Context: an optimization exercise on an open-source flow, tuned for small area and a short achievable clock period. The choices shown serve that exercise and are no tape-out recipe.
At most, simulation tests tie the RTL to the original design; equivalence was not proved.
Only the layout flow was run in run 6; the RTL was not checked for function there.
The clock cells of runs 4 to 6 come from the design's own scripts or RTL, not from TritonCTS.
No driver is modelled on the clock port, so clock power and skew are understated where the tree is cut down; a real chip needs a root buffer or a tree.
No activity file was given, so power comes from the tool's default toggle rates.

==> design/flow/config.mk <==
export PLATFORM = sky130hd
export DESIGN_NAME = top
export DESIGN_NICKNAME = top
export VERILOG_FILES = /design/flow/design.v
export SDC_FILE = /design/flow/constraint.sdc
export NUM_CORES = 8
export LEC_CHECK = 0
export CAP_MARGIN = 20
export CORE_MARGIN = 2
export CORE_UTILIZATION = 70
export CTS_CLUSTER_DIAMETER = 80
export CTS_CLUSTER_SIZE = 26
export PLACE_DENSITY = 0.8
export SETUP_SLACK_MARGIN = 2.1
export SLEW_MARGIN = 20
==> design/flow/constraint.sdc <==
create_clock -name core_clock -period 4.0 [get_ports {clk}]
set_input_delay 0.8000 -clock core_clock [delete_from_list [all_inputs] [get_ports {clk}]]
set_output_delay 0.8000 -clock core_clock [all_outputs]
set_load 0.01 [all_outputs]
==> design/flow/design.v <==
module async_ram_sp (
	input clk, rst_n,
	input MOSI,             
	input ho_d,             
	input ho,               
	input [9:0] sr,         
	output reg [7:0] dout   
	);
function [8:0] ring_slot;    
	input [7:0] a;
	reg [4:0] r;
	reg [1:0] y;
	begin
		if (a[3:2] != 2'b11) begin
			r = {1'b0, a[7:4]};
			y = a[3:2];
		end else begin
			case (a[7:4])
			4'd0:  begin r = 5'd16; y = 2'd0; end
			4'd1:  begin r = 5'd16; y = 2'd1; end
			4'd2:  begin r = 5'd16; y = 2'd2; end
			4'd3:  begin r = 5'd17; y = 2'd0; end
			4'd4:  begin r = 5'd17; y = 2'd1; end
			4'd5:  begin r = 5'd17; y = 2'd2; end
			4'd6:  begin r = 5'd18; y = 2'd0; end
			4'd7:  begin r = 5'd18; y = 2'd1; end
			4'd8:  begin r = 5'd18; y = 2'd2; end
			4'd9:  begin r = 5'd19; y = 2'd0; end
			4'd10: begin r = 5'd19; y = 2'd1; end
			4'd11: begin r = 5'd19; y = 2'd2; end
			4'd12: begin r = 5'd20; y = 2'd0; end
			4'd13: begin r = 5'd20; y = 2'd1; end
			4'd14: begin r = 5'd20; y = 2'd2; end
			default: begin r = 5'd21; y = 2'd0; end
			endcase
		end
		ring_slot = {r, y, a[1:0]};
	end
endfunction
wire [8:0] rd_addr = ring_slot({sr[6:0], MOSI});
wire [8:0] wr_addr = ring_slot(sr[8:1]);
reg [1:0] phx, phy;
always @(posedge clk) begin
	phx <= phx + 2'd1;
	if (phx == 2'd3)
		phy <= (phy == 2'd2) ? 2'd0 : phy + 2'd1;
end
wire [1:0] nphx = phx + 2'd1;
wire [1:0] nphy = (phx != 2'd3) ? phy : (phy == 2'd2) ? 2'd0 : phy + 2'd1;
reg [4:0] r_ring, w_ring;    
reg [3:0] r_slot, w_slot;
reg pa, pw, pr;              
reg [7:0] wdata;             
reg [7:0] wbus;              
reg wp;                      
reg wzd;                     
reg [7:0] pf;                
reg w_match, r_match;        
reg [21:0] rsel;             
reg [21:0] land;             
reg [7:0] tq;                
reg same_ring;               
wire c00 = pa & rst_n;
wire c01 = pw & rst_n;
wire c11 = pr & rst_n;
wire [1:0] nnphx = phx + 2'd2;
wire [1:0] nnphy = (phx[1] == 1'b0) ? phy : (phy == 2'd2) ? 2'd0 : phy + 2'd1;
reg w_match_d;
always @(posedge clk)
	w_match_d <= (nnphx == w_slot[1:0]) & ((nnphy == w_slot[3:2]) | (w_ring == 5'd21) | (w_slot[3:2] == 2'b11));
wire w_land = wp & w_match;
wire w_keep = wp & ~w_match;
wire wp_d = c01 | w_keep;
always @(posedge clk) begin
	pa <= rst_n & ho & (sr[9:8] == 2'b00);
	pw <= rst_n & ho & (sr[9:8] == 2'b01);
	pr <= rst_n & ho & (sr[9:8] == 2'b11);
	w_match <= w_match_d;
	r_match <= (nphx == r_slot[1:0]) & ((nphy == r_slot[3:2]) | (r_ring == 5'd21));
	land <= w_match_d ? ({22{wp_d}} & (22'd1 << w_ring)) : 22'd0;
	rsel <= 22'd1 << r_ring;
	same_ring <= (w_ring == r_ring);
end
wire [22*8-1:0] pre;    
genvar g;
generate
	for (g = 0; g < 22; g = g + 1) begin : rg
		localparam N = (g == 21) ? 4 : 12;
		reg [8*N-1:0] s;
		wire [7:0] nxt = land[g] ? wbus : s[8*N-1 -: 8];
		always @(posedge clk)
			s <= {s[8*N-9:0], nxt};
		assign pre[8*g +: 8] = s[8*N-9 -: 8];
	end
endgenerate
reg [7:0] tq_d;
integer i;
always @(*) begin
	tq_d = 8'd0;
	for (i = 0; i < 22; i = i + 1)
		tq_d = tq_d | (pre[8*i +: 8] & {8{rsel[i]}});
end
wire [7:0] pf_d = !r_match ? pf : (w_land && same_ring) ? wdata : tq;
wire zreq = ~rst_n | wzd;
always @(posedge clk) begin
	tq <= tq_d;
	pf <= pf_d;
	if (c01)
		wdata <= sr[8:1];
	wbus <= c01 ? sr[8:1] : wdata;
	wp <= wp_d;
	wzd <= zreq & w_keep;
	if (c00) begin
		w_ring <= wr_addr[8:4];
		w_slot <= wr_addr[3:0];
	end else if (zreq && !w_keep) begin
		w_ring <= 5'd0;
		w_slot <= 4'd0;
	end
	if (~rst_n) begin
		r_ring <= 5'd0;
		r_slot <= 4'd0;
	end else if (ho_d && sr[8:7] == 2'b10) begin
		r_ring <= rd_addr[8:4];
		r_slot <= rd_addr[3:0];
	end
	if (~rst_n)
		dout <= 8'd0;
	else if (c11)
		dout <= pf_d;
end
endmodule
module slave (
	input MOSI, SS_n, clk, rst_n,
	input [7:0] tx_data,
	output reg MISO,
	output ho_d,                 
	output reg ho,               
	output reg [9:0] shift_reg   
	);
localparam IDLE = 3'b000;
localparam CHK_CMD = 3'b001;
localparam READ_ADD = 3'b010;
localparam READ_DATA = 3'b011;
localparam WRITE = 3'b100;
reg [2:0] cs, ns;
reg [4:0] counter;
reg flag;
reg show;    
wire in_frame = (cs == READ_ADD) || (cs == READ_DATA) || (cs == WRITE);
always @(posedge clk) begin
	if (SS_n)
		counter <= 0;
	else if (cs != IDLE)
		if (cs != READ_DATA && counter == 11)
			counter <= 0;
		else if (cs == READ_DATA && counter == 20)
			counter <= 0;
		else
			counter <= counter + 1;
	else
		counter <= 0;
end
always @(posedge clk)
	shift_reg <= {shift_reg[8:0], MOSI};
always @(posedge clk) begin
	if (~rst_n) begin
		cs <= IDLE;
		flag <= 1'b0;
	end
	else begin
		cs <= ns;
		if (cs == READ_ADD)
			flag <= 1'b1;
		else if (cs == READ_DATA)
			flag <= 1'b0;
	end
end
always @(*) begin
	ns = cs;
	case (cs)
		IDLE:      ns = SS_n ? IDLE : CHK_CMD;
		CHK_CMD:   if (SS_n) ns = IDLE;
		           else if (counter != 0) ns = shift_reg[0] ? (flag ? READ_DATA : READ_ADD) : WRITE;
		READ_ADD,
		READ_DATA,
		WRITE:     if (SS_n) ns = IDLE;
		default:   ns = IDLE;
	endcase
end
assign ho_d = rst_n && !SS_n && in_frame && counter == 10;
always @(posedge clk) begin
	ho <= ho_d;
	show <= rst_n && !SS_n && cs == READ_DATA && counter >= 12 && counter <= 19;
end
wire [2:0] bit_idx = 3'd4 - counter[2:0];    
always @(posedge clk) begin
	if (~rst_n)
		MISO <= 1'b0;
	else
		MISO <= show && tx_data[bit_idx];
end
endmodule
module top (
    input clk, rst_n, MOSI, SS_n,
    output MISO
    );
wire [9:0] sr;       
wire ho_d;           
wire ho;             
wire [7:0] tx_data;  
slave dut (
    .MOSI(MOSI),
    .SS_n(SS_n),
    .clk(clk),
    .rst_n(rst_n),
    .tx_data(tx_data),
    .MISO(MISO),
    .ho_d(ho_d),
    .ho(ho),
    .shift_reg(sr)
    );
async_ram_sp my_ram (
    .clk(clk),
    .rst_n(rst_n),
    .MOSI(MOSI),
    .ho_d(ho_d),
    .ho(ho),
    .sr(sr),
    .dout(tx_data)
    );
endmodule
==> design/flow/run.sh <==
#!/bin/bash
# synth_recipe.tcl (not shown) runs the flow's synth.tcl, then flattens the netlist and writes it again
# the make line also repeats each setting of config.mk as NAME=value (left out here)
make -C /OpenROAD-flow-scripts/flow DESIGN_CONFIG=/design/flow/config.mk WORK_HOME=/design/flow/orfs CLKGATE_MAP_FILE= SYNTH_SCRIPT=/design/flow/synth_recipe.tcl finish
==> run notes, run 1 <==
crit path DAT 1.11 ns; Post-synth ARST share 0%; Final Critical Period 1.91 ns; Final Cell Area 0.0526 mm2; PortBufs 4; Die H 269 um; # H-tree levels 3; P_leak 0.0208 uW; switching share of power 19.4%; Top FF cell, synth dfxtp_1; PnR worst setup slack 2.09 ns; synth warn 2; Core ar. 0.0698 mm2; via density per instance 5.18; Die ar. 0.0723 mm2; HPWL Detailed 56,200 um; row cnt 97; placed cell area 0.0501 mm2; Final Hold Vio Count 0; top cell type's share of synthesized area 88.4%; count of pins over their slew limit 0; Largest register FFs 2,048; most flop-heavy register my_ram.rg.s; Worst Max-Slew Pin Slew 0.905 ns; post-synth top area cell dfxtp_1; via count 19,989; overall routed net length 90,500 um; critical path type flop to output port; Slowest cell on crit path dfxtp_1; root buf cell clkbuf_16; Int Pwr 26,200 uW; RD Place Congestion 0.961; status no timing/DRC/antenna violations; post-route setup TNS 0 ns; delay-heaviest family, CP flip-flops; Psw 6320 uW; clk sinks 2,187; first-pass GRT wire length 132,000 um; sequential share of power 67.3%; Final Cycle Share 47.7%; Seq cells post-synth 2,187; Total Power 32,500 uW; syn_nets 2,896; Max Buffers Root-to-Sink 3; clk_skew 0.0318 ns; number of CTS-inserted buffers 94; Layout Nets 2,923; TritonCTS clock tree built; Place WS 1.46 ns; initial DRC count 1,943; CP Data Required Time 3.20 ns; Post-Syn Area per Cell 17.1 um2; Hold Crit Class flop to flop; RSZ-0062 raised after global routing yes; total congestion overflow 0; iteration count of the initial detailed-routing pass 8; max-cap viol count 0; cells after synthesis 2,880; ranking of synthesized cells by area dfxtp_1, mux2_2, edfxtp_1; GRT Overall Usage 25.6%; initial antenna violation count 8; area grow syn2layout 7.09%; maximum VDD drop 0.000486 V; commonest cells in the netlist dfxtp_1, mux2_2, nor2_1; Mapped Area 0.0491 mm2; cts hold-fix bufs 0; PD cells 619 mW/mm2; Seq/Total Area, Yosys 89.5%; count leader, synth dfxtp_1; clock-pin slew on the worst setup and hold paths 0.10 ns; CP Capture Type output port; largest net degree at the start of global routing 32; Gate power share 0.2%; relative slew slack 39.6%; biggest regs my_ram.rg.s (2048), my_ram.land (22), my_ram.rsel (22); Die W 269 um; Starting Density 70.4%; crit path cell chain buf_2; number of global-route vias before repair 20,505; number of flops mapped to enable cells by yosys 19; worst-skew pair later-pin latency 0.70 ns; worst-path maximum fanout 1; share of layout cells above drive strength 1 10.9%; WL per Instance 23.4 um; io pins 5; clock share of power 32.5%; Synth cell types 57; setup violators final 0; Max Freq 524 MHz; Util after Layout 75.4%; Post-route DRC 0; Setup crit start kind flop; ANT nets after route 0; critical path's largest stage delay 0.30 ns; CP Buf/Inv Count 1
-- metrics by stage --
| stage | std cells | hold WS, ns |
|---|---|---|
| 2_1_floorplan | 2880 | 0.310 |
| 3_3_place_gp | 3748 | 0.310 |
| 3_5_place_dp | 3748 | 0.312 |
| 4_1_cts | 3856 | 0.310 |
| 5_1_grt | 3859 | 0.316 |
| 6_report | 3860 | 0.314 |
-- worst reg2reg max path: stages, from the launching register on --
cell and delay (ns):
edfxtp_1 0.72, buf_4 0.37, nand2_1 0.08, and3_1 0.20, o32ai_1 0.28
-- worst paths after layout --
path                         to                from  slack [ns]  cells after the start
max                        MISO            dut.MISO        2.09                      1
min reg2reg  my_ram.rg[7].s[28]  my_ram.rg[7].s[20]        0.31                      0
min          my_ram.rg[7].s[28]  my_ram.rg[7].s[20]        0.31                      0
max reg2reg      my_ram.dout[0]     my_ram.wdata[0]        2.26                      4
-- area by class of cell --
| type | count | area, um2 |
|---|---|---|
| sequential | 2187 | 44000 |
| fill | 3651 | 17200 |
| multi-input combinational | 591 | 4730 |
| clock buffer | 100 | 2400 |
| tap | 940 | 1180 |
| timing repair buffer | 19 | 148 |
| clock inverter | 8 | 118 |
| inverter | 14 | 52.6 |
| antenna | 1 | 2.50 |
-- timing repair --
item	in CTS	in global routing
gates resized for setup	4	2
endpoints found under the hold margin	0	0
setup buffers	0	3
setup endpoints to repair	1	8
-- cells by family (layout without fill, tap and decap cells) --
kind of cell | Yosys count | after routing | synth area share (%)
AND/OR/NAND/NOR | 231 | 231 | 2.37
buffers and inverters | 102 | 141 | 0.853
adder cells (fa/ha/maj) | 12 | 12 | 0.306
XOR/XNOR | 14 | 14 | 0.250
other | 0 | 1 | 0
AO/OA/AOI/OAI | 145 | 145 | 2.31
flip-flops | 2187 | 2187 | 89.5
multiplexers | 189 | 189 | 4.39
-- power by group through the flow --
stage / clock network (uW) / logic [uW] / registers, uW
2_1_floorplan: 0 / 64.1 / 22400
3_5_place_dp: 0 / 73.6 / 22400
5_1_grt: 11400 / 84.4 / 21900
4_1_cts: 10700 / 74.8 / 21900
6_report: 10600 / 75.4 / 21900
3_3_place_gp: 0 / 68.6 / 22400
-- per-layer routing --
metal | GRT usage [%] | part of all wire [%] | up-vias
li1 | - | - | 9306
met1 | 34.7 | 44 | 9779
met3 | 4.71 | 5.7 | 224
met2 | 41.1 | 46 | 678
met5 | 0 | 0.013 | -
met4 | 10.4 | 4.5 | 2
-- cell usage in the layout, fill, tap and decap left out, types with 8 or more instances in the layout --
cell	instances
dfxtp_1	2167
a22o_1	32
edfxtp_1	19
clkbuf_16	95
nand4_1	8
a21oi_1	9
and3_1	10
buf_4	15
inv_1	14
nand3_1	22
o32ai_1	8
o21ai_0	11
xnor2_1	9
o21ai_1	9
a221oi_1	34
nand2_1	55
a22oi_1	26
mux2_2	181
ha_1	12
nor3_1	14
nor2_1	72
==> run 2, diff against run 1 <==
==> design/flow/flow/run.sh (new file) <==
#!/bin/bash
# The standard flow's own layout (standard.sh), with one change in its clock tree synthesis step:
# flow/post_cts.tcl, sourced at the end of ORFS's cts.tcl, rebuilds the top of the
# clock tree so that the clock port drives four buffers that drive the leaf buffers.
set -euo pipefail
export CTS_ARGS="-sink_clustering_enable -repair_clock_nets -sink_clustering_size 26 -sink_clustering_max_diameter 80 -dont_use_dummy_load"
export POST_CTS_TCL="$PWD/flow/post_cts.tcl"
bash standard.sh finish > standard.log 2>&1
==> design/flow/flow/post_cts.tcl (new file) <==
# Sourced by ORFS's cts.tcl at its end (POST_CTS_TCL), after clock_tree_synthesis,
# repair_timing and detailed_placement.
#
# 1. The clock tree: TritonCTS builds a root buffer, a level of branch buffers and the
#    leaf buffers that drive the flip-flops. Here the root and branch buffers are replaced
#    by four buffers that the clock port drives directly, each driving a quarter of the
#    leaf buffers, which leaves two buffers between the port and every flip-flop.
#    The leaves are split so that the four buffers have balanced latencies.
# 2. The port buffers keep their place but get a plain buffer cell.
# 3. Then detailed placement, timing repair and detailed placement again, as cts.tcl does.

set ctree_block [ord::get_db_block]
set ctree_db [ord::get_db]
set ctree_clknet [[$ctree_block findBTerm clk] getNet]
set ctree_K 4

proc ctree_clock_loads {net} {
  set out {}
  foreach it [$net getITerms] {
    if {[$it isInputSignal]} {
      set inst [$it getInst]
      set m [[$inst getMaster] getName]
      if {[string match "*clkbuf*" $m] || [string match "*clkinv*" $m]} { lappend out $inst }
    }
  }
  return $out
}

# the leaf buffers and the buffers above them
set ctree_leaves {}
set ctree_upper {}
set frontier [ctree_clock_loads $ctree_clknet]
while {[llength $frontier]} {
  set next {}
  foreach inst $frontier {
    set below [ctree_clock_loads [[$inst findITerm X] getNet]]
    if {[llength $below] == 0} {
      lappend ctree_leaves $inst
    } else {
      lappend ctree_upper $inst
      set next [concat $next $below]
    }
  }
  set frontier $next
}
puts "ctree: [llength $ctree_leaves] leaf buffers, [llength $ctree_upper] buffers above them"

foreach inst $ctree_upper {
  set onet [[$inst findITerm X] getNet]
  odb::dbInst_destroy $inst
  if {$onet ne "NULL"} { odb::dbNet_destroy $onet }
}

# leaf positions
set ctree_pts {}
foreach l $ctree_leaves {
  set b [$l getBBox]
  lappend ctree_pts [list [expr {([$b xMin] + [$b xMax]) / 2}] [expr {([$b yMin] + [$b yMax]) / 2}]]
}
set ctree_n [llength $ctree_pts]

# balanced k-means: each group takes at most ceil(n/K) leaves
proc ctree_assign {pts cents K cap} {
  set pairs {}
  set i 0
  foreach p $pts {
    for {set k 0} {$k < $K} {incr k} {
      set c [lindex $cents $k]
      lappend pairs [list [expr {abs([lindex $p 0] - [lindex $c 0]) + abs([lindex $p 1] - [lindex $c 1])}] $i $k]
    }
    incr i
  }
  set pairs [lsort -real -index 0 $pairs]
  set asg [lrepeat [llength $pts] -1]
  set cnt [lrepeat $K 0]
  foreach pr $pairs {
    lassign $pr d i k
    if {[lindex $asg $i] >= 0 || [lindex $cnt $k] >= [lindex $cap $k]} { continue }
    lset asg $i $k
    lset cnt $k [expr {[lindex $cnt $k] + 1}]
  }
  return $asg
}
proc ctree_centroids {pts asg K} {
  set sx [lrepeat $K 0.0]; set sy [lrepeat $K 0.0]; set cn [lrepeat $K 0]
  foreach p $pts k $asg {
    lset sx $k [expr {[lindex $sx $k] + [lindex $p 0]}]
    lset sy $k [expr {[lindex $sy $k] + [lindex $p 1]}]
    lset cn $k [expr {[lindex $cn $k] + 1}]
  }
  set cents {}
  for {set k 0} {$k < $K} {incr k} {
    set c [expr {max(1, [lindex $cn $k])}]
    lappend cents [list [expr {[lindex $sx $k] / $c}] [expr {[lindex $sy $k] / $c}]]
  }
  return $cents
}

# start from the four quadrants around the leaves' centre
set mx 0.0; set my 0.0
foreach p $ctree_pts { set mx [expr {$mx + [lindex $p 0]}]; set my [expr {$my + [lindex $p 1]}] }
set mx [expr {$mx / $ctree_n}]; set my [expr {$my / $ctree_n}]
set ctree_asg {}
foreach p $ctree_pts {
  lappend ctree_asg [expr {([lindex $p 0] >= $mx) + 2 * ([lindex $p 1] >= $my)}]
}
set cap [lrepeat $ctree_K [expr {($ctree_n + $ctree_K - 1) / $ctree_K}]]
for {set it 0} {$it < 20} {incr it} {
  set cents [ctree_centroids $ctree_pts $ctree_asg $ctree_K]
  set ctree_asg [ctree_assign $ctree_pts $cents $ctree_K $cap]
}
set cents [ctree_centroids $ctree_pts $ctree_asg $ctree_K]

# the four buffers the clock port drives
set master [$ctree_db findMaster sky130_fd_sc_hd__clkbuf_16]
set ctree_tops {}
for {set k 0} {$k < $ctree_K} {incr k} {
  set inst [odb::dbInst_create $ctree_block $master "clkbuf_top_$k"]
  set c [lindex $cents $k]
  $inst setLocation [expr {int([lindex $c 0])}] [expr {int([lindex $c 1])}]
  $inst setPlacementStatus PLACED
  set net [odb::dbNet_create $ctree_block "clknet_top_$k"]
  $net setSigType CLOCK
  [$inst findITerm A] connect $ctree_clknet
  [$inst findITerm X] connect $net
  lappend ctree_tops $inst
}
proc ctree_connect {leaves asg tops} {
  foreach l $leaves k $asg {
    set it [$l findITerm A]
    $it disconnect
    $it connect [[[lindex $tops $k] findITerm X] getNet]
  }
}
ctree_connect $ctree_leaves $ctree_asg $ctree_tops

# 2. plain buffers at the ports
foreach inst [$ctree_block getInsts] {
  set nm [$inst getName]
  if {[regexp {^(input|output)\d+$} $nm] && [string match "*clkdlybuf*" [[$inst getMaster] getName]]} {
    set b [$ctree_db findMaster sky130_fd_sc_hd__buf_4]
    $inst swapMaster $b
  }
}

detailed_placement
estimate_parasitics -placement

# balance: move a leaf from the slowest group to the fastest, while that lowers the spread
proc ctree_group_latency {tops} {
  set out {}
  foreach t $tops {
    set net [[$t findITerm X] getNet]
    set worst 0.0
    foreach it [$net getITerms] {
      if {![$it isInputSignal]} { continue }
      set a [get_property [get_pins [[$it getInst] getName]/X] arrival_max_rise]
      if {$a > $worst} { set worst $a }
    }
    lappend out $worst
  }
  return $out
}
set_propagated_clock [all_clocks]
puts "ctree: group latencies [ctree_group_latency $ctree_tops]"

# 3. as cts.tcl does after clock_tree_synthesis
estimate_parasitics -placement
repair_timing_helper
detailed_placement
estimate_parasitics -placement
puts "ctree: group latencies after repair [ctree_group_latency $ctree_tops]"
check_placement -verbose
==> design/flow/standard.sh (new file) <==
#!/bin/bash
# synth_recipe.tcl (not shown) runs the flow's synth.tcl, then flattens the netlist and writes it again
# the make line also repeats each setting of config.mk as NAME=value (left out here)
make -C /OpenROAD-flow-scripts/flow DESIGN_CONFIG=/design/flow/config.mk WORK_HOME=/design/flow/orfs CLKGATE_MAP_FILE= SYNTH_SCRIPT=/design/flow/synth_recipe.tcl "${@:-finish}"
--- a/design/flow/config.mk
+++ b/design/flow/config.mk
@@ -9,7 +9,5 @@
 export CORE_MARGIN = 2
 export CORE_UTILIZATION = 70
-export CTS_CLUSTER_DIAMETER = 80
-export CTS_CLUSTER_SIZE = 26
 export PLACE_DENSITY = 0.8
-export SETUP_SLACK_MARGIN = 2.1
+export SETUP_SLACK_MARGIN = 2.2
 export SLEW_MARGIN = 20
removed: design/flow/run.sh
==> run 2 against run 1 <==
Compared with the run above:
- via count decreased by 0.58%
- power decreased by 2.3%
- register-to-register slack better by 0.05 ns
- largest cell class unchanged
==> run notes, run 2 <==
status no timing/DRC/antenna violations; cells after synthesis 2,880; Seq cells post-synth 2,187; relative slew slack 39.3%; WL per Instance 23.1 um; initial DRC count 1,557; GRT Overall Usage 24.8%; commonest cells in the netlist dfxtp_1, mux2_2, nor2_1; top cell type's share of synthesized area 88.4%; Final Cycle Share 44.8%; Top FF cell, synth dfxtp_1; number of global-route vias before repair 20,307; ranking of synthesized cells by area dfxtp_1, mux2_2, edfxtp_1; io pins 5; row cnt 97; worst-path maximum fanout 1; clock share of power 30.9%; overall routed net length 88,600 um; max-cap viol count 0; Gate power share 0.2%; Max Freq 559 MHz; Core ar. 0.0698 mm2; Psw 5980 uW; Layout Nets 2,919; HPWL Detailed 55,500 um; biggest regs my_ram.rg.s (2048), my_ram.land (22), my_ram.rsel (22); largest net degree at the start of global routing 33; sequential share of power 68.8%; maximum VDD drop 0.000624 V; RSZ-0062 raised after global routing yes; most frequent cells in the layout dfxtp_1, mux2_2, clkbuf_16, nor2_1, nand2_1; setup violators final 0; Post-Syn Area per Cell 17.1 um2; Final Cell Area 0.0523 mm2; RD Place Congestion 0.996; Slowest cell on crit path dfxtp_1; CP Capture Type output port; delay-heaviest family, CP flip-flops; via count 19,873; post-route setup TNS 0 ns; most flop-heavy register my_ram.rg.s; Largest register FFs 2,048; Worst Max-Slew Pin Slew 0.910 ns; Post-synth ARST share 0%; Final Critical Period 1.79 ns; Final Hold Vio Count 0; via density per instance 5.17; Post-route DRC 0; crit path DAT 0.99 ns; Hold Crit Class flop to flop; CP Data Required Time 3.20 ns; Total Power 31,800 uW; count of pins over their slew limit 0; count leader, synth dfxtp_1; Starting Density 70.4%; syn_nets 2,896; clk_skew 0.0674 ns; critical path's largest stage delay 0.31 ns; Mapped Area 0.0491 mm2; Die H 269 um; share of layout cells above drive strength 1 10.7%; Seq/Total Area, Yosys 89.5%; Die W 269 um; initial antenna violation count 5; synth warn 2; critical path type flop to output port; iteration count of the initial detailed-routing pass 6; CP Buf/Inv Count 1; Die ar. 0.0723 mm2; clk sinks 2,187; most common cell after layout, fill and taps aside dfxtp_1; first-pass GRT wire length 129,000 um; PD cells 607 mW/mm2; ANT nets after route 0; crit path cell chain buf_2; number of flops mapped to enable cells by yosys 19; area grow syn2layout 6.56%; worst-skew pair later-pin latency 0.55 ns; total congestion overflow 0; Int Pwr 25,800 uW; PortBufs 4; clock-pin slew on the worst setup and hold paths 0.10 ns; placed cell area 0.0501 mm2; switching share of power 18.8%; Setup crit start kind flop; P_leak 0.0207 uW; Synth cell types 57; post-synth top area cell dfxtp_1
run 2: changes by cell type in the layout (fill, tap and decap cells not counted), moves of 3 or more:
cell             delta
clkdlybuf4s50_1     -3
clkbuf_1            -5
inv_6               -3
clkbuf_16           -6
run 2: final timing paths:
kind,start,to,slack (ns),cells past startpoint
hold reg to reg,my_ram.rg[13].s[34],my_ram.rg[13].s[42],0.28,0
hold / removal,my_ram.rg[13].s[34],my_ram.rg[13].s[42],0.28,0
setup / recovery,dut.MISO,MISO,2.21,1
setup reg to reg,my_ram.r_ring[2],my_ram.r_match,2.31,4
run 2: area by class of cell, clock buffers not listed:
class	count	area, um2
antenna	2	5.00
buffer	4	100
fill	3717	17400
inverter	14	52.6
multi-input combinational	591	4740
sequential	2187	44000
tap	940	1180
timing repair buffer	20	165
run 2: metal layers:
metal / wire, um / part of all wire [%] / GRT usage, % / vias to the layer above
li1: - / - / - / 9296
met1: 38900 / 44 / 33.7 / 9750
met2: 41700 / 47 / 40.9 / 630
met3: 4560 / 5.1 / 3.49 / 197
met4: 3550 / 4.0 / 9.49 / 0
met5: 0 / 0 / 0 / -
run 2: worst reg2reg max path, cell delays in order, from the launching register on:
cell     delay (ns)
dfxtp_1        0.63
or3b_4         0.49
nor2_4         0.16
nor2_1         0.08
nor4_2         0.26
run 2: cells by family after synthesis:
| kind of cell | Yosys count | share of synthesized area, % |
|---|---|---|
| flops | 2187 | 89.5 |
| simple gates | 231 | 2.37 |
| mux | 189 | 4.39 |
| compound gates | 145 | 2.31 |
| buf+inv | 102 | 0.853 |
| xor+xnor | 14 | 0.250 |
| fa+ha+maj | 12 | 0.306 |
run 2: power groups by stage:
stage | logic (uW) | registers [uW] | clock network [uW]
floorplan | 64.9 | 22400 | 0
global placement | 67.2 | 22400 | 0
detailed placement | 72.8 | 22400 | 0
global route | 85.5 | 21900 | 10600
finish | 76.5 | 21900 | 9830
run 2: stage by stage:
step | std cells | utilization (%) | setup WS, ns | hold WS [ns]
3_5_place_dp | 3748 | 71.7 | 1.19 | 0.312
2_1_floorplan | 2880 | - | 2.21 | 0.310
5_1_grt | 3841 | 75.0 | 2.17 | 0.283
6_report | 3843 | 75.0 | 2.21 | 0.283
3_3_place_gp | 3747 | 71.7 | 1.29 | 0.310
==> run 3, diff against run 2 <==
==> design/flow/flow/run.sh (replaced) <==
#!/bin/bash
# The standard flow's own layout (standard.sh), with one change in its clock tree synthesis step:
# flow/post_cts.tcl, sourced at the end of ORFS's cts.tcl (POST_CTS_TCL), replaces the
# clock tree with a two-level one (clock port -> 4 buffers -> 72 leaf buffers -> flip-flops).
# standard.sh's output goes to standard.log, each tool's to ORFS's own logs under orfs/logs.
set -euo pipefail
export CTS_ARGS="-sink_clustering_enable -repair_clock_nets -sink_clustering_size 26 -sink_clustering_max_diameter 80 -dont_use_dummy_load"
export POST_CTS_TCL="$PWD/flow/post_cts.tcl"
export CTREE_LEAVES=72
bash standard.sh finish > standard.log 2>&1
==> design/flow/flow/post_cts.tcl (replaced) <==
# Sourced by ORFS's cts.tcl at its end (POST_CTS_TCL), after clock_tree_synthesis,
# repair_timing and detailed_placement. It replaces the clock tree with a two-level one:
#   clock port -> 4 top buffers -> CTREE_LEAVES leaf buffers -> flip-flops
# The flip-flops are split into equal-sized compact groups by recursive bisection, one leaf
# buffer at the centre of each, and the leaf buffers likewise into four groups, one top
# buffer at the centre of each. Then the port buffers get a plain buffer cell, and detailed
# placement and timing repair run again, as cts.tcl does after clock_tree_synthesis.

set ct_block [ord::get_db_block]
set ct_db [ord::get_db]
set ct_clknet [[$ct_block findBTerm clk] getNet]
set ct_nleaf [expr {[info exists ::env(CTREE_LEAVES)] ? $::env(CTREE_LEAVES) : 84}]
set ct_ntop 4
set ct_buf [$ct_db findMaster sky130_fd_sc_hd__clkbuf_16]

# every clock buffer and inverter below the port, and every flip-flop clock pin
set ct_bufs {}
set ct_sinks {}
set frontier [list $ct_clknet]
while {[llength $frontier]} {
  set next {}
  foreach net $frontier {
    foreach it [$net getITerms] {
      if {![$it isInputSignal]} { continue }
      set inst [$it getInst]
      set m [[$inst getMaster] getName]
      if {[string match "*clkbuf*" $m] || [string match "*clkinv*" $m]} {
        lappend ct_bufs $inst
        lappend next [[$inst findITerm X] getNet]
      } else {
        lappend ct_sinks $it
      }
    }
  }
  set frontier $next
}
puts "ctree: [llength $ct_sinks] clock pins, [llength $ct_bufs] buffers removed"
foreach it $ct_sinks { $it disconnect }
foreach inst $ct_bufs {
  set onet [[$inst findITerm X] getNet]
  odb::dbInst_destroy $inst
  if {$onet ne "NULL"} { odb::dbNet_destroy $onet }
}

# items: {x y payload}; split into k groups of equal size by recursive bisection
proc ct_split {items k} {
  if {$k <= 1} { return [list $items] }
  set n [llength $items]
  set xs [lmap i $items {lindex $i 0}]
  set ys [lmap i $items {lindex $i 1}]
  set w [expr {[tcl::mathfunc::max {*}$xs] - [tcl::mathfunc::min {*}$xs]}]
  set h [expr {[tcl::mathfunc::max {*}$ys] - [tcl::mathfunc::min {*}$ys]}]
  set axis [expr {$w >= $h ? 0 : 1}]
  set sorted [lsort -real -index $axis $items]
  set k1 [expr {$k / 2}]
  set n1 [expr {int(round(double($n) * $k1 / $k))}]
  return [concat [ct_split [lrange $sorted 0 [expr {$n1 - 1}]] $k1] \
                 [ct_split [lrange $sorted $n1 end] [expr {$k - $k1}]]]
}
proc ct_centre {items} {
  set sx 0.0; set sy 0.0
  foreach i $items { set sx [expr {$sx + [lindex $i 0]}]; set sy [expr {$sy + [lindex $i 1]}] }
  set n [llength $items]
  return [list [expr {int($sx / $n)}] [expr {int($sy / $n)}]]
}
proc ct_buffer {name x y innet} {
  global ct_block ct_buf
  set inst [odb::dbInst_create $ct_block $ct_buf $name]
  $inst setLocation $x $y
  $inst setPlacementStatus PLACED
  set net [odb::dbNet_create $ct_block "clknet_$name"]
  $net setSigType CLOCK
  [$inst findITerm A] connect $innet
  [$inst findITerm X] connect $net
  return $inst
}

set items {}
foreach it $ct_sinks {
  set b [[$it getInst] getBBox]
  lappend items [list [expr {([$b xMin] + [$b xMax]) / 2}] [expr {([$b yMin] + [$b yMax]) / 2}] $it]
}
set leafgroups [ct_split $items $ct_nleaf]

# leaf buffers: first make them (their input nets come later), grouped for the top level
set litems {}
set li 0
foreach g $leafgroups {
  lassign [ct_centre $g] x y
  lappend litems [list $x $y $g $li]
  incr li
}
set topgroups [ct_split $litems $ct_ntop]
set ct_tops {}
set ti 0
foreach tg $topgroups {
  lassign [ct_centre $tg] x y
  set top [ct_buffer "clkbuf_top_$ti" $x $y $ct_clknet]
  lappend ct_tops $top
  set topnet [[$top findITerm X] getNet]
  foreach l $tg {
    lassign $l lx ly g idx
    set leaf [ct_buffer "clkbuf_leaf_$idx" $lx $ly $topnet]
    set lnet [[$leaf findITerm X] getNet]
    foreach s $g { [lindex $s 2] connect $lnet }
  }
  incr ti
}
puts "ctree: [llength $leafgroups] leaf buffers of [llength [lindex $leafgroups 0]] to [llength [lindex $leafgroups end]] clock pins, $ct_ntop top buffers"

# plain buffers at the ports
foreach inst [$ct_block getInsts] {
  if {[regexp {^(input|output)\d+$} [$inst getName]] && [string match "*clkdlybuf*" [[$inst getMaster] getName]]} {
    $inst swapMaster [$ct_db findMaster sky130_fd_sc_hd__buf_4]
  }
}

proc ct_report {} {
  global ct_tops
  set lat {}
  foreach t $ct_tops {
    set worst 0.0
    set best 1e9
    foreach it [[[$t findITerm X] getNet] getITerms] {
      if {![$it isInputSignal]} { continue }
      foreach it2 [[[[$it getInst] findITerm X] getNet] getITerms] {
        if {![$it2 isInputSignal]} { continue }
        set a [get_property [get_pins [[$it2 getInst] getName]/[[$it2 getMTerm] getName]] arrival_max_rise]
        if {$a > $worst} { set worst $a }
        if {$a < $best} { set best $a }
      }
    }
    lappend lat [format "%.3f-%.3f" $best $worst]
  }
  puts "ctree: clock pin arrival per top buffer: $lat"
}

detailed_placement
set_propagated_clock [all_clocks]
estimate_parasitics -placement
ct_report
repair_timing_helper
detailed_placement
estimate_parasitics -placement
ct_report
check_placement -verbose
==> run 3 against run 2 <==
Compared with the run above:
- the run now fails in clock tree synthesis (4_1_cts)
- area after synthesis is the same
- synthesized cell count is the same
==> run notes, run 3 <==
status aborted with a tool error; Die H 269 um; count leader, synth dfxtp_1; commonest cells in the netlist dfxtp_1, mux2_2, nor2_1; io pins 5; synth warn 2; top cell type's share of synthesized area 88.4%; Post-Syn Area per Cell 17.1 um2; post-synth top area cell dfxtp_1; Mapped Area 0.0491 mm2; Seq/Total Area, Yosys 89.5%; Top FF cell, synth dfxtp_1; clk sinks 2,187; cells after synthesis 2,880; number of flops mapped to enable cells by yosys 19; Die W 269 um; Fail Step clock tree synthesis (4_1_cts); Log Error Error: cts.tcl, 90 can't read "ct_block": no such variable; Synth cell types 57; HPWL Detailed 55,500 um; RD Place Congestion 0.996; Starting Density 70.4%; ranking of synthesized cells by area dfxtp_1, mux2_2, edfxtp_1; syn_nets 2,896; placed cell area 0.0501 mm2; PortBufs 4; Post-synth ARST share 0%; Seq cells post-synth 2,187; row cnt 97
==> run 3: cell counts after synthesis <==
Identical to the previous run, type by type.
==> run 3: worst min-delay path by stage <==
stage / from / end / slack (ns) / cells past startpoint
3_5_place_dp: my_ram.rg[10].s[77] / my_ram.rg[10].s[85] / 0.31 / 0
3_3_place_gp: my_ram.rg[16].s[60] / my_ram.rg[16].s[68] / 0.31 / 0
2_1_floorplan: my_ram.rg[0].s[2] / my_ram.rg[0].s[10] / 0.31 / 0
==> run 3: metrics by stage <==
stage          hold slack, ns  std cells  util [%]  power (uW)  setup slack (ns)
2_1_floorplan           0.310       2880         -       22400              2.21
3_3_place_gp            0.310       3747      71.7       22500              1.29
3_5_place_dp            0.312       3748      71.7       22500              1.19
==> run 3: kinds of logic after synthesis <==
| group | after synthesis | share of synthesized area, % |
|---|---|---|
| mux | 189 | 4.39 |
| buf+inv | 102 | 0.853 |
| fa+ha+maj | 12 | 0.306 |
| flops | 2187 | 89.5 |
| compound gates | 145 | 2.31 |
| xor+xnor | 14 | 0.250 |
| simple gates | 231 | 2.37 |
==> run 3: power by group through the flow <==
stage	clock (uW)	combinational, uW	sequential, uW
floorplan	0	64.9	22400
global placement	0	67.2	22400
detailed placement	0	72.8	22400
==> run 4, diff against run 3 <==
==> design/flow/flow/run.sh (replaced) <==
#!/bin/bash
# The standard flow's own layout (standard.sh), with one change in its clock tree synthesis step:
# flow/post_cts.tcl (which runs flow/ctree.tcl), sourced at the end of ORFS's cts.tcl
# (POST_CTS_TCL), replaces the
# clock tree with a two-level one (clock port -> 4 buffers -> 72 leaf buffers -> flip-flops).
# standard.sh's output goes to standard.log, each tool's to ORFS's own logs under orfs/logs.
set -euo pipefail
export CTS_ARGS="-sink_clustering_enable -repair_clock_nets -sink_clustering_size 26 -sink_clustering_max_diameter 80 -dont_use_dummy_load"
export POST_CTS_TCL="$PWD/flow/post_cts.tcl"
export CTREE_LEAVES=72
export CTREE_TOP=sky130_fd_sc_hd__clkbuf_16
export CTREE_LEAF=sky130_fd_sc_hd__clkbuf_16
bash standard.sh finish > standard.log 2>&1
==> design/flow/flow/ctree.tcl (new file) <==
# Sourced by ORFS's cts.tcl at its end (POST_CTS_TCL), after clock_tree_synthesis,
# repair_timing and detailed_placement. It replaces the clock tree with a two-level one:
#   clock port -> 4 top buffers -> CTREE_LEAVES leaf buffers -> flip-flops
# The flip-flops are split into equal-sized compact groups by recursive bisection, one leaf
# buffer at the centre of each, and the leaf buffers likewise into four groups, one top
# buffer at the centre of each. Then the port buffers get a plain buffer cell, and detailed
# placement and timing repair run again, as cts.tcl does after clock_tree_synthesis.

set ct_block [ord::get_db_block]
set ct_db [ord::get_db]
set ct_clknet [[$ct_block findBTerm clk] getNet]
set ct_nleaf [expr {[info exists ::env(CTREE_LEAVES)] ? $::env(CTREE_LEAVES) : 84}]
set ct_ntop 4
set ct_topcell [expr {[info exists ::env(CTREE_TOP)] ? $::env(CTREE_TOP) : "sky130_fd_sc_hd__clkbuf_16"}]
set ct_leafcell [expr {[info exists ::env(CTREE_LEAF)] ? $::env(CTREE_LEAF) : "sky130_fd_sc_hd__clkbuf_16"}]
# the output pin of a clock buffer (X) or inverter (Y)
proc ct_out {inst} {
  set it [$inst findITerm X]
  if {$it eq "NULL"} { set it [$inst findITerm Y] }
  return $it
}

# every clock buffer and inverter below the port, and every flip-flop clock pin
set ct_bufs {}
set ct_sinks {}
set frontier [list $ct_clknet]
while {[llength $frontier]} {
  set next {}
  foreach net $frontier {
    foreach it [$net getITerms] {
      if {![$it isInputSignal]} { continue }
      set inst [$it getInst]
      set m [[$inst getMaster] getName]
      if {[string match "*clkbuf*" $m] || [string match "*clkinv*" $m]} {
        lappend ct_bufs $inst
        lappend next [[ct_out $inst] getNet]
      } else {
        lappend ct_sinks $it
      }
    }
  }
  set frontier $next
}
puts "ctree: [llength $ct_sinks] clock pins, [llength $ct_bufs] buffers removed"
foreach it $ct_sinks { $it disconnect }
foreach inst $ct_bufs {
  set onet [[ct_out $inst] getNet]
  odb::dbInst_destroy $inst
  if {$onet ne "NULL"} { odb::dbNet_destroy $onet }
}

# items: {x y payload}; split into k groups of equal size by recursive bisection
proc ct_split {items k} {
  if {$k <= 1} { return [list $items] }
  set n [llength $items]
  set xs [lmap i $items {lindex $i 0}]
  set ys [lmap i $items {lindex $i 1}]
  set w [expr {[tcl::mathfunc::max {*}$xs] - [tcl::mathfunc::min {*}$xs]}]
  set h [expr {[tcl::mathfunc::max {*}$ys] - [tcl::mathfunc::min {*}$ys]}]
  set axis [expr {$w >= $h ? 0 : 1}]
  set sorted [lsort -real -index $axis $items]
  set k1 [expr {$k / 2}]
  set n1 [expr {int(round(double($n) * $k1 / $k))}]
  return [concat [ct_split [lrange $sorted 0 [expr {$n1 - 1}]] $k1] \
                 [ct_split [lrange $sorted $n1 end] [expr {$k - $k1}]]]
}
proc ct_centre {items} {
  set sx 0.0; set sy 0.0
  foreach i $items { set sx [expr {$sx + [lindex $i 0]}]; set sy [expr {$sy + [lindex $i 1]}] }
  set n [llength $items]
  return [list [expr {int($sx / $n)}] [expr {int($sy / $n)}]]
}
proc ct_buffer {name cell x y innet} {
  global ct_block ct_db
  set inst [odb::dbInst_create $ct_block [$ct_db findMaster $cell] $name]
  $inst setLocation $x $y
  $inst setPlacementStatus PLACED
  set net [odb::dbNet_create $ct_block "clknet_$name"]
  $net setSigType CLOCK
  [$inst findITerm A] connect $innet
  [ct_out $inst] connect $net
  return $inst
}

set items {}
foreach it $ct_sinks {
  set b [[$it getInst] getBBox]
  lappend items [list [expr {([$b xMin] + [$b xMax]) / 2}] [expr {([$b yMin] + [$b yMax]) / 2}] $it]
}
set leafgroups [ct_split $items $ct_nleaf]

# leaf buffers: first make them (their input nets come later), grouped for the top level
set litems {}
set li 0
foreach g $leafgroups {
  lassign [ct_centre $g] x y
  lappend litems [list $x $y $g $li]
  incr li
}
set topgroups [ct_split $litems $ct_ntop]
set ct_tops {}
set ti 0
foreach tg $topgroups {
  lassign [ct_centre $tg] x y
  set top [ct_buffer "clkbuf_top_$ti" $ct_topcell $x $y $ct_clknet]
  lappend ct_tops $top
  set topnet [[ct_out $top] getNet]
  foreach l $tg {
    lassign $l lx ly g idx
    set leaf [ct_buffer "clkbuf_leaf_$idx" $ct_leafcell $lx $ly $topnet]
    set lnet [[ct_out $leaf] getNet]
    foreach s $g { [lindex $s 2] connect $lnet }
  }
  incr ti
}
puts "ctree: [llength $leafgroups] leaf buffers of [llength [lindex $leafgroups 0]] to [llength [lindex $leafgroups end]] clock pins, $ct_ntop top buffers"

# plain buffers at the ports
foreach inst [$ct_block getInsts] {
  if {[regexp {^(input|output)\d+$} [$inst getName]] && [string match "*clkdlybuf*" [[$inst getMaster] getName]]} {
    $inst swapMaster [$ct_db findMaster sky130_fd_sc_hd__buf_4]
  }
}

proc ct_report {} {
  global ct_tops
  set lat {}
  foreach t $ct_tops {
    set worst 0.0
    set best 1e9
    foreach it [[[ct_out $t] getNet] getITerms] {
      if {![$it isInputSignal]} { continue }
      foreach it2 [[[ct_out [$it getInst]] getNet] getITerms] {
        if {![$it2 isInputSignal]} { continue }
        set a [get_property [get_pins [[$it2 getInst] getName]/[[$it2 getMTerm] getName]] arrival_max_rise]
        if {$a > $worst} { set worst $a }
        if {$a < $best} { set best $a }
      }
    }
    lappend lat [format "%.3f-%.3f" $best $worst]
  }
  puts "ctree: clock pin arrival per top buffer: $lat"
}

detailed_placement
set_propagated_clock [all_clocks]
estimate_parasitics -placement
ct_report
repair_timing_helper
detailed_placement
estimate_parasitics -placement
ct_report
check_placement -verbose
==> design/flow/flow/post_cts.tcl (replaced) <==
# Sourced by ORFS's cts.tcl at its end (POST_CTS_TCL), from inside a proc: run ctree.tcl,
# beside this file, at global level.
uplevel #0 [list source [file join [file dirname [file normalize [info script]]] ctree.tcl]]
==> run 4 against run 3 <==
Compared with the run above:
- the run now finishes clean
- synthesized cell count did not move
- area after synthesis did not move
==> run notes, run 4 <==
most flop-heavy register my_ram.rg.s; fillers 3,739; initial DRC count 1,542; most common cell after layout, fill and taps aside dfxtp_1; met1 Resource Use GR 33.4%; Post-route DRC 0; share of layout cells above drive strength 1 10.3%; Die W 269 um; Setup crit start kind flop; met2 usage in global routing 39.9%; Seq/Total Area, Yosys 89.5%; number of global-route vias before repair 19,679; clk sinks 2,187; area grow syn2layout 5.92%; RD Place Congestion 0.996; Die ar. 0.0723 mm2; Total Power 31,100 uW; ANT nets after route 0; Critical Path Sink MISO; commonest cells in the netlist dfxtp_1, mux2_2, nor2_1; RSZ-0062 raised after global routing no; via density per instance 5.15; clock-pin slew on the worst setup and hold paths 0.11 ns; worst-skew pair later-pin latency 0.52 ns; Final Hold Vio Count 0; most frequent cells in the layout dfxtp_1, mux2_2, clkbuf_16, nor2_1, nand2_1; max-cap viol count 0; GRT Overall Usage 24.4%; io pins 5; HPWL Detailed 55,500 um; CP Buf/Inv Count 1; delay-heaviest family, CP flip-flops; Die H 269 um; via count 19,712; Final Cycle Share 43.7%; Core ar. 0.0698 mm2; Storage cell area 0.0440 mm2; row cnt 97; ranking of synthesized cells by area dfxtp_1, mux2_2, edfxtp_1; maximum VDD drop 0.000510 V; global route hottest layer met2; Synth cell types 57; first-pass GRT wire length 126,000 um; count leader, synth dfxtp_1; Top FF cell, synth dfxtp_1; overall routed net length 87,800 um; critical path type flop to output port; worst-path maximum fanout 1; Post-synth ARST share 0%; Slowest cell on crit path dfxtp_1; Multi-input gate area 0.00474 mm2; setup violators final 0; PnR worst setup slack 2.25 ns; crit path cell chain buf_2; Util after Layout 74.6%; Crit path depth 1; Final Critical Period 1.75 ns; Place WS 1.19 ns; Hold Crit Class flop to flop; GRT met3 Usage 3.35%; worst-case reg-to-reg path depth 4; iteration count of the initial detailed-routing pass 7; Seq cells post-synth 2,187; biggest regs my_ram.rg.s (2048), my_ram.land (22), my_ram.rsel (22); worst r2r src my_ram.r_ring[2]; Layout Nets 2,906; P_leak 0.0205 uW; initial antenna violation count 8; crit path DAT 0.95 ns; CP Capture Type output port; PD cells 597 mW/mm2; post-synth top area cell dfxtp_1; synth warn 2; clk_skew 0.0254 ns; top cell type's share of synthesized area 88.4%; Starting Density 70.4%; Mapped Area 0.0491 mm2; total congestion overflow 0; CP Data Required Time 3.20 ns; post-route setup TNS 0 ns; number of flops mapped to enable cells by yosys 19; WL per Instance 22.9 um; relative slew slack 38.9%; cells after synthesis 2,880; Critical Path Start dut.MISO; Post-Syn Area per Cell 17.1 um2; PortBufs 4; Largest register FFs 2,048; FF-to-FF setup slack 2.32 ns; critical path's largest stage delay 0.31 ns; Max Freq 571 MHz; syn_nets 2,896; Worst Max-Slew Pin Slew 0.915 ns; status no timing/DRC/antenna violations; count of pins over their slew limit 0; RR Endpoint my_ram.r_match; largest net degree at the start of global routing 33
run 4: cell counts after synthesis:
Identical to the previous run, type by type.
run 4: logic make-up (layout without fill, tap and decap cells):
kind of cell | Yosys count | after routing | synth area share, %
AO/OA/AOI/OAI | 145 | 145 | 2.31
XOR/XNOR | 14 | 14 | 0.250
adder cells (fa/ha/maj) | 12 | 12 | 0.306
buffers and inverters | 102 | 110 | 0.853
flip-flops | 2187 | 2187 | 89.5
multiplexers | 189 | 189 | 4.39
other | 0 | 3 | 0
AND/OR/NAND/NOR | 231 | 231 | 2.37
run 4: worst min path at each step:
stage	start	end	slack, ns	cells past startpoint
5_1_grt	my_ram.rg[1].s[75]	my_ram.rg[1].s[83]	0.33	0
2_1_floorplan	my_ram.rg[0].s[2]	my_ram.rg[0].s[10]	0.31	0
3_5_place_dp	my_ram.rg[10].s[77]	my_ram.rg[10].s[85]	0.31	0
3_3_place_gp	my_ram.rg[16].s[60]	my_ram.rg[16].s[68]	0.31	0
6_report	my_ram.rg[9].s[45]	my_ram.rg[9].s[53]	0.32	0
run 4: routing by layer:
metal	wire length, um	vias up
li1	-	9245
met1	39300	9691
met2	40800	593
met3	4260	183
met4	3500	0
met5	0	-
run 4: cell type report:
| type | count | area share [%] |
|---|---|---|
| Timing Repair Buffer | 20 | 0.329 |
| Buffer | 76 | 3.66 |
| Multi-Input combinational cell | 591 | 9.11 |
| Sequential cell | 2187 | 84.5 |
| Antenna cell | 3 | 0.0144 |
| Inverter | 14 | 0.101 |
| Tap cell | 940 | 2.26 |
run 4: power by group:
part / internal, uW / total, uW / switching [uW]
sequential: 21800 / 21900 / 45.1
combinational: 33.6 / 76.4 / 42.8
clock: 3400 / 9090 / 5690
total: 25300 / 31100 / 5780
run 4: stage by stage:
step | instances | hold slack (ns) | instance area [um2]
after floorplan | 2880 | 0.310 | 49100
after global placement | 3747 | 0.310 | 50100
after detailed placement | 3748 | 0.312 | 50100
after global routing | 3828 | 0.330 | 52000
final | 3831 | 0.323 | 52000
==> run 5, diff against run 4 <==
--- a/design/flow/config.mk
+++ b/design/flow/config.mk
@@ -10,4 +10,4 @@
 export CORE_UTILIZATION = 70
 export PLACE_DENSITY = 0.8
-export SETUP_SLACK_MARGIN = 2.2
+export SETUP_SLACK_MARGIN = 2.3
 export SLEW_MARGIN = 20
==> run 5 against run 4 <==
Compared with the run above:
- synthesized cell count is the same
- fmax is essentially flat
- final cell count barely moved
- die area stayed put
- sequential cell count did not move
- worst setup slack is essentially flat
- sequential power about the same
- register-to-register slack improved by 0.03 ns
- largest cell class unchanged
==> run notes, run 5 <==
worst-path maximum fanout 1; Post-Synth Simple-Gate Area 2.37%; largest family of logic cells by synthesized area multiplexers; clk_skew 0.0311 ns; Finished Layout Cells 3,829; initial DRC count 1,548; Post-route DRC 0; worst r2r src my_ram.phx[0]; Critical Path Sink MISO; synth warn 2; RSZ-0062 raised after global routing yes; total congestion overflow 0; max-cap viol count 0; clock share of power 29.2%; Storage cell area 0.0440 mm2; row cnt 97; switching share of power 18.6%; area grow syn2layout 5.93%; post-synth top area cell dfxtp_1; crit path cell chain buf_2; count leader, synth dfxtp_1; HPWL Detailed 56,900 um; clk sinks 2,187; initial antenna violation count 5; ANT nets after route 0; post-synthesis mux area share 4.39%; maximum VDD drop 0.000452 V; post-route setup TNS 0 ns; Top FF cell, synth dfxtp_1; fillers 3,699; via count 19,710; Post-synth ARST share 0%; Slowest cell on crit path dfxtp_1; Worst Max-Slew Pin Slew 1.02 ns; RR Endpoint my_ram.r_match; P_leak 0.0205 uW; most frequent cells in the layout dfxtp_1, mux2_2, clkbuf_16, nor2_1, nand2_1; Seq cells post-synth 2,187; # placed instances 3,749; worst-case reg-to-reg path depth 5; Seq/Total Area, Yosys 89.5%; largest net degree at the start of global routing 32; clock-pin slew on the worst setup and hold paths 0.10 ns; Final Hold Vio Count 0; io pins 5; iteration count of the initial detailed-routing pass 5; RD Place Congestion 0.997; worst-skew pair later-pin latency 0.52 ns; most common cell after layout, fill and taps aside dfxtp_1; Die ar. 0.0723 mm2; sequential share of power 70.5%; Max Freq 572 MHz; biggest regs my_ram.rg.s (2048), my_ram.land (22), my_ram.rsel (22); PD cells 597 mW/mm2; first-pass GRT wire length 131,000 um; most flop-heavy register my_ram.rg.s; antenna cells 0; Final Cell Area 0.0520 mm2; commonest cells in the netlist dfxtp_1, mux2_2, nor2_1; CP Data Required Time 3.20 ns; CP Buf/Inv Count 1; Gate power share 0.3%; critical path type flop to output port; Setup crit start kind flop; Final Cycle Share 43.7%; Die W 269 um; Int Pwr 25,300 uW; share of layout cells above drive strength 1 10.5%; Starting Density 70.4%; Crit path depth 1; cells after synthesis 2,880; ranking of synthesized cells by area dfxtp_1, mux2_2, edfxtp_1; setup violators final 0; Mapped Area 0.0491 mm2; crit path DAT 0.95 ns; relative slew slack 31.7%; Final Critical Period 1.75 ns; Layout Nets 2,907; XOR/XNOR share of the synthesized area 0.250%; Core ar. 0.0698 mm2; delay-heaviest family, CP flip-flops; placed cell area 0.0501 mm2; critical path's largest stage delay 0.31 ns; Synth cell types 57; CP Capture Type output port; Multi-input gate area 0.00476 mm2; FF-to-FF setup slack 2.35 ns; overall routed net length 90,500 um; Hold Crit Class flop to flop; top cell type's share of synthesized area 88.4%; Post-Syn Area per Cell 17.1 um2; via density per instance 5.15; Critical Path Start dut.MISO; WL per Instance 23.6 um; adder-cell area share of the yosys netlist 0.306%; compound-cell area share of the yosys netlist 2.31%; status no timing/DRC/antenna violations; count of pins over their slew limit 0; Psw 5770 uW; Die H 269 um; Largest register FFs 2,048; GRT Overall Usage 25.3%; hold-critical path depth 0; number of global-route vias before repair 20,411; number of flops mapped to enable cells by yosys 19; syn_nets 2,896; PortBufs 4
-- run 5: cell types whose count changed in the layout (fill, tap and decap cells not counted), sizes merged --
cell,previous run,this run
diode,3,0
clkdlybuf4s15,1,0
buf,19,21
-- run 5: kinds of logic (layout without fill, tap and decap cells) --
family / count (synthesis) / count (layout)
flip-flops: 2187 / 2187
AO/OA/AOI/OAI: 145 / 145
multiplexers: 189 / 189
buffers and inverters: 102 / 111
XOR/XNOR: 14 / 14
adder cells (fa/ha/maj): 12 / 12
AND/OR/NAND/NOR: 231 / 231
-- run 5: stage by stage --
step	util (%)	worst slack [ns]	hold slack [ns]	total power [uW]
final	74.6	2.25	0.318	31000
after global placement	71.7	1.55	0.309	22500
after detailed placement	71.7	1.47	0.312	22500
after floorplan	-	2.22	0.310	22400
after global routing	74.6	2.21	0.332	31800
-- run 5: worst min-delay path by stage --
stage	from	endpoint	slack, ns
floorplan	my_ram.rg[0].s[2]	my_ram.rg[0].s[10]	0.31
global placement	my_ram.rg[16].s[21]	my_ram.rg[16].s[29]	0.31
detailed placement	my_ram.rg[0].s[54]	my_ram.rg[0].s[62]	0.31
global route	my_ram.rg[14].s[62]	my_ram.rg[14].s[70]	0.33
finish	my_ram.rg[13].s[48]	my_ram.rg[13].s[56]	0.32
-- run 5: layer usage --
metal,vias to the layer above,wire length [um],part of all wire [%],track usage (%)
met2,629,41300,46,40.7
met3,232,5130,5.7,4.37
met1,9603,39600,44,33.9
met5,-,0,0,0
met4,0,4580,5.1,11.6
li1,9246,-,-,-
-- run 5: area by class of cell --
type | instances | share of cell area (%)
buffer | 76 | 3.66
inverter | 14 | 0.101
multi-input combinational | 591 | 9.15
sequential | 2187 | 84.5
tap | 940 | 2.26
timing repair buffer | 21 | 0.305
-- run 5: power groups by stage --
stage	sequential (uW)	clock, uW	combinational [uW]
3_5_place_dp	22400	0	73.3
3_3_place_gp	22400	0	67.8
6_report	21900	9070	78.1
5_1_grt	21900	9800	86.0
2_1_floorplan	22400	0	64.9
==> run 6, diff against run 5 <==
--- a/design/flow/design.v
+++ b/design/flow/design.v
@@ -78,5 +78,5 @@
 	w_match <= w_match_d;
 	r_match <= (nphx == r_slot[1:0]) & ((nphy == r_slot[3:2]) | (r_ring == 5'd21));
-	land <= w_match_d ? ({22{wp_d}} & (22'd1 << w_ring)) : 22'd0;
+	land <= (w_match_d & wp_d) ? (22'd1 << w_ring) : 22'd0;
 	rsel <= 22'd1 << r_ring;
 	same_ring <= (w_ring == r_ring);
==> design/flow/flow/run.sh (replaced) <==
#!/bin/bash
# The standard flow's own layout (standard.sh), with one change in its clock tree synthesis step:
# flow/post_cts.tcl (which runs flow/ctree.tcl), sourced at the end of ORFS's cts.tcl
# (POST_CTS_TCL), replaces the
# clock tree with a two-level one (clock port -> 4 buf_16 buffers -> 72 buf_12 leaf buffers -> flip-flops).
# standard.sh's output goes to standard.log, each tool's to ORFS's own logs under orfs/logs.
set -euo pipefail
export CTS_ARGS="-sink_clustering_enable -repair_clock_nets -sink_clustering_size 26 -sink_clustering_max_diameter 80 -dont_use_dummy_load"
export POST_CTS_TCL="$PWD/flow/post_cts.tcl"
export CTREE_LEAVES=72
export CTREE_TOP=sky130_fd_sc_hd__buf_16
export CTREE_LEAF=sky130_fd_sc_hd__buf_12
bash standard.sh finish > standard.log 2>&1
==> run 6 against run 5 <==
Compared with the run above:
- first-iteration DRC count increased by 1.6%
- core utilization is 0.50 points lower
- critical endpoint unchanged
- hold slack improved by 0.0098 ns
- global-route usage fell by 1.5 points
- register-to-register slack about the same
- still clean on timing, DRC and antenna
- largest power group unchanged
- critical path depth unchanged
- final cell count hardly changed
==> run notes, run 6 <==
status no timing/DRC/antenna violations; fillers 3,817; crit path cell chain buf_6; iteration count of the initial detailed-routing pass 5; worst hold start my_ram.rg[7].s[34]; worst r2r src my_ram.rsel[1]; Slowest cell on crit path dfxtp_2; WHS Endpoint my_ram.rg[7].s[42]; PortBufs 4; Setup crit start kind flop; number of flops mapped to enable cells by yosys 19; maximum VDD drop 0.000464 V; Hold Crit Class flop to flop; Max Freq 582 MHz; Final Cycle Share 42.9%; Crit path depth 1; worst-skew pair later-pin latency 0.47 ns; Total Power 30,700 uW; post-route setup TNS 0 ns; WL per Instance 22.4 um; Layout Nets 2,904; worst-path maximum fanout 1; Die W 269 um; Final Hold Vio Count 0; CP Buf/Inv Count 1; ANT nets after route 0; # placed instances 3,746; Worst Max-Slew Pin Slew 0.920 ns; Top FF cell, synth dfxtp_1; Die ar. 0.0723 mm2; via count 19,633; syn_nets 2,896; cells after synthesis 2,880; io pins 5; Mapped Area 0.0491 mm2; share of layout cells above drive strength 1 10.5%; count leader, synth dfxtp_1; worst-case reg-to-reg path depth 4; initial DRC count 1,572; Post-route DRC 0; Die H 269 um; delay-heaviest family, CP flip-flops; largest net degree at the start of global routing 32; FF-to-FF setup slack 2.36 ns; relative slew slack 38.6%; post-synth top area cell dfxtp_1; first-pass GRT wire length 124,000 um; P_leak 0.0203 uW; CP Capture Type output port; critical path's largest stage delay 0.33 ns; max-cap viol count 0; commonest cells in the netlist dfxtp_1, mux2_2, clkbuf_1; synth warn 2; RSZ-0062 raised after global routing yes; Seq/Total Area, Yosys 89.6%; clk_skew 0.0169 ns; Util after Layout 74.1%; PD cells 595 mW/mm2; Post-synth ARST share 0%; RD Place Congestion 0.892; row cnt 97; Largest register FFs 2,048; hold-critical path depth 0; Final Critical Period 1.72 ns; biggest regs my_ram.rg.s (2048), my_ram.land (22), my_ram.rsel (22); initial antenna violation count 4; RR Endpoint my_ram.tq[3]; clock-pin slew on the worst setup and hold paths 0.11 ns; count of pins over their slew limit 0; area grow syn2layout 5.27%; critical path type flop to output port; top cell type's share of synthesized area 88.4%; Synth cell types 56; ranking of synthesized cells by area dfxtp_1, mux2_2, edfxtp_1; via density per instance 5.13; CP Data Required Time 3.20 ns; Finished Layout Cells 3,827; setup violators final 0; Seq cells post-synth 2,187; total congestion overflow 0; overall routed net length 85,800 um; worst hold margin 0.328 ns; most frequent cells in the layout dfxtp_1, mux2_2, buf_12, nor2_1, nand2_1; crit path DAT 0.92 ns; most common cell after layout, fill and taps aside dfxtp_1; most flop-heavy register my_ram.rg.s; clk sinks 2,187; Post-Syn Area per Cell 17.0 um2; HPWL Detailed 54,100 um; Core ar. 0.0698 mm2; Starting Density 70.3%; GRT Overall Usage 23.8%; number of global-route vias before repair 19,814
-- run 6: worst max path at each step --
stage                        start         endpoint
after floorplan              rst_n  my_ram.land[14]
after global placement       rst_n  my_ram.land[12]
after detailed placement     rst_n  my_ram.land[15]
after global routing      dut.MISO             MISO
final                     dut.MISO             MISO
-- run 6: worst register-to-register path, delay by kind of cell (launching register included) --
kind	cells	cell delay, ns
and+or+nand+nor	2	0.46
AOI/OAI and AO/OA	2	0.60
DFF	1	0.46
-- run 6: final cells by class --
cell class	instances	area (um2)	area share, %
Sequential cell	2187	44000	85.1
Multi-Input combinational cell	588	4740	9.18
Buffer	76	1550	3.00
Tap cell	940	1180	2.28
Timing Repair Buffer	19	168	0.324
Inverter	16	60.1	0.116
Antenna cell	1	2.50	0.00484
-- run 6: layer usage --
metal,track usage [%],routed length [um],up-vias
met5,0,8,-
met2,38.6,39600,590
met3,3.11,4180,198
met4,9.17,3490,2
li1,-,-,9233
met1,33.2,38500,9610
-- run 6: cell families (layout without fill, tap and decap cells) --
family / count (synthesis) / count (layout) / share of synthesized area [%]
flops: 2187 / 2187 / 89.6
simple gates: 228 / 228 / 2.34
mux: 189 / 189 / 4.39
compound gates: 145 / 145 / 2.27
buf+inv: 105 / 111 / 0.867
xor+xnor: 14 / 14 / 0.250
fa+ha+maj: 12 / 12 / 0.306
other cells: 0 / 1 / 0
-- run 6: power breakdown --
part	leakage, uW	switching (uW)	internal [uW]
Combinational	0.00194	42.3	31.6
Clock	0.000727	5760	3010
Sequential	0.0177	43.9	21800
Total	0.0203	5840	24900
-- run 6: stage by stage --
step / worst slack (ns) / instance area, um2
final: 2.28 / 51700
after global routing: 2.25 / 51700
after detailed placement: 1.19 / 50100
after global placement: 1.26 / 50000
after floorplan: 2.20 / 49100

-- port drivers added, routing unchanged --
How much do the figures lean on ideal ports? The routed layouts below were timed once more, with nothing changed but the port constraints.
Step 1, drivers: a clkbuf_16 drives clk and a buf_2 each remaining input, both assumed.
Step 2 times the ports against the registers' clock, not the clock port: input delays grow and output delays shrink by t, the midpoint of the rising clock arrivals with the driver on.
Three values: no drivers, after step 1, after step 2; two values: the first two.
run	t, ns	setup slack, ns	worst setup path at the end	clock arrival spread, ns	worst data-port slew with drivers (ns)
run 1	0.752	2.093 / 2.027 / 1.450	input to register	0.036 / 0.035	0.03
run 2	0.655	2.210 / 2.074 / 1.799	input to register	0.072 / 0.072	0.03
run 4	0.631	2.250 / 2.124 / 1.729	input to register	0.028 / 0.028	0.03
run 5	0.639	2.250 / 2.118 / 2.052	input to register	0.035 / 0.035	0.03
run 6	0.610	2.283 / 2.133 / 1.881	input to register	0.022 / 0.022	0.03
After both steps setup and hold are still met in every run listed. For run 1, which loses most, drivers alone change the setup slack by -0.066 ns; drivers and shift together by -0.643 ns.
